From an optimization exercise on the open Yosys and OpenROAD flow, aimed at small area; shortcuts taken in it are not production practice.
The RTL was checked by simulation tests, not by an equivalence proof against the original design.
The clock port is modelled as an ideal driver; clocking choices that lean on that would not hold on a real chip.
Power and IR drop assume default switching activity.

## vga_core
module vga_core
(
  input  wire         reset,
  input  wire         color_3b,       
  input  wire         mode_bit,       
  input  wire         clk_dot,        
  input  wire  [31:0] random_num,     
  output wire  [23:0] vga_pixel_rgb,  
  output wire         vga_active,     
  output wire         vga_hsync,      
  output wire         vga_vsync       
);
Size: roughly 800 cells after synthesis, roughly 170 flip-flops, about 63 I/O pins, roughly 8000 um^2 of cells after synthesis.
clock: 10.0 ns
lec_check: 0
cap_margin: 20
core_margin: 2
core_utilization: 80
slew_margin: 20
standard.sh (not shown) runs the stock make flow with config.mk's settings and CLKGATE_MAP_FILE= SYNTH_SCRIPT=/design/flow/synth_recipe.tcl, a recipe that flattens the netlist after the stock synthesis.
==> flow/flow/run.sh <==
#!/bin/bash
# Own flow: the standard layout (standard.sh, unchanged synthesis), with
# the smallest buffer on the ports and a clock tree of small buffers without
# dummy loads.  Each tool's output is in orfs/logs; make's own output is in
# flow_make.log here.
set -euo pipefail
CTS="-sink_clustering_enable -repair_clock_nets -sink_clustering_size 30 -sink_clustering_max_diameter 100 -buf_list {sky130_fd_sc_hd__clkbuf_8} -dont_use_dummy_load"
bash standard.sh "BUFFER_PORTS_ARGS=-buffer_cell sky130_fd_sc_hd__buf_1" "CTS_ARGS=$CTS" "POST_CTS_TCL=$PWD/flow/post_cts.tcl" finish > flow_make.log 2>&1
==> flow/flow/post_cts.tcl <==
# After CTS: downsize cells off the critical paths (power recovery, which
# here means smaller cells), then repair slew and capacitance again and
# legalise.
estimate_parasitics -placement
repair_timing -recover_power 100 -match_cell_footprint
repair_design -match_cell_footprint
detailed_placement
check_placement -verbose
Then changed:
--- a/flow/design.v
+++ b/flow/design.v
@@ -24,25 +24,25 @@
  assign v  = v_r;
  always @ ( posedge clk_dot or posedge reset ) begin
    if ( reset == 1 ) begin
      h_r <= 11'd837;
      v_r <= 10'd599;
    end else begin
      h_r <= hn;
      v_r <= vn;
    end
  end
  reg act_r;
  wire h_1053 = h_r[10] & h_r[4] & h_r[3] & h_r[2] & ~h_r[1] & h_r[0];
- wire h_797  = ( h_r[9:0] == 10'd797 );                         
+ wire h_797  = ( h_r == 11'd797 );
  always @ ( posedge clk_dot or posedge reset ) begin
    if ( reset == 1 )   act_r <= 1'b0;
    else if ( h_1053 )  act_r <= ( v_r <= 10'd597 ) || ( v_r >= 10'd626 );
    else if ( h_797 )   act_r <= 1'b0;
  end
  assign vid_active = act_r;
  assign new_frame  = v_end & h_1053;
  assign vga_hsync  = !h_r[10] && ( h_r[9:0] >= 10'd839 ) && ( h_r[9:0] <= 10'd966 );
  wire   p_2_218    = h_r[10] || ( h_r[9:0] >= 10'd839 );
  assign vga_vsync  = ( v_r >= 10'd600 && v_r <= 10'd602 ) ||
                      ( v_r == 10'd599 &&  p_2_218 ) ||
                      ( v_r == 10'd603 && !p_2_218 );
@@ -91,25 +91,25 @@
   reg  [2:0]   lock;         
   reg  [22:0]  demo_rgb;     
   reg          rgb_v, dir_v;   
   reg          pix_hit;      
   reg  [22:0]  pix_rgb;
   reg          pix_cv;       
   always @ ( posedge clk_dot or posedge reset ) begin
     if ( reset == 1 ) init <= 1'b1;
     else              init <= 1'b0;
   end
   wire start = init | ~mode_bit;    
   wire rise  = mode_bit & ( ~mode_p1 | init );
-  wire line_wrap = line_d[8] & line_d[5] & line_d[3] & line_d[2];
+  wire line_wrap = ( line_d == 9'd300 );
   always @ ( posedge clk_dot ) begin
     if ( start ) begin
       line_d <= 9'd0;
     end else if ( new_frame == 1 ) begin
       line_d <= line_wrap ? 9'd0 : line_d + 9'd1;
     end
   end
   wire [15:0] bxi = bx[23:8];
   wire [15:0] byi = by[23:8];
   wire x_out = ( bxi < 16'd24 ) || ( bxi > 16'd760 );
   wire y_out = ( byi < 16'd24 ) || ( byi > 16'd542 );
   wire unlocked = ( lock == 3'd0 );
=>
- design area rose slightly
- die area grows slightly
- clock power shrinks by a few percent
- area after synthesis rises slightly
- wire length drops by a few percent
- synthesized cell count climbs slightly
- utilization rose by 0.51 points
- global-route usage goes down by 3.1 points
- sequential share of layout area fell by 0.51 points

==> port drivers added, routing unchanged <==
In the flow no input, the clock included, has a driving cell. The finished layouts below were timed again as built, in two steps. Step 1 assumes that a clkbuf_16 drives the clock port and a buf_2 every other input. Step 2 adds t to the input delays and takes it off the output delays; t is the mean of the earliest and latest rising clock arrival at the registers after step 1. Input paths then give back, and output paths get back, about the clock's delay inside the block. a / b / c = no drivers / after step 1 / after step 2; a / b = the first two.
| run | t (ns) | slack for setup (ns) | worst setup path at the end | worst register clock-pin slew, ns |
|---|---|---|---|---|
| the first run | 0.495 | 5.026 / 5.026 / 5.026 | register to register | 0.09 / 0.09 |
| the second run | 0.485 | 5.391 / 5.354 / 5.601 | input to register | 0.08 / 0.08 |
After both steps setup and hold are still met in every run listed.
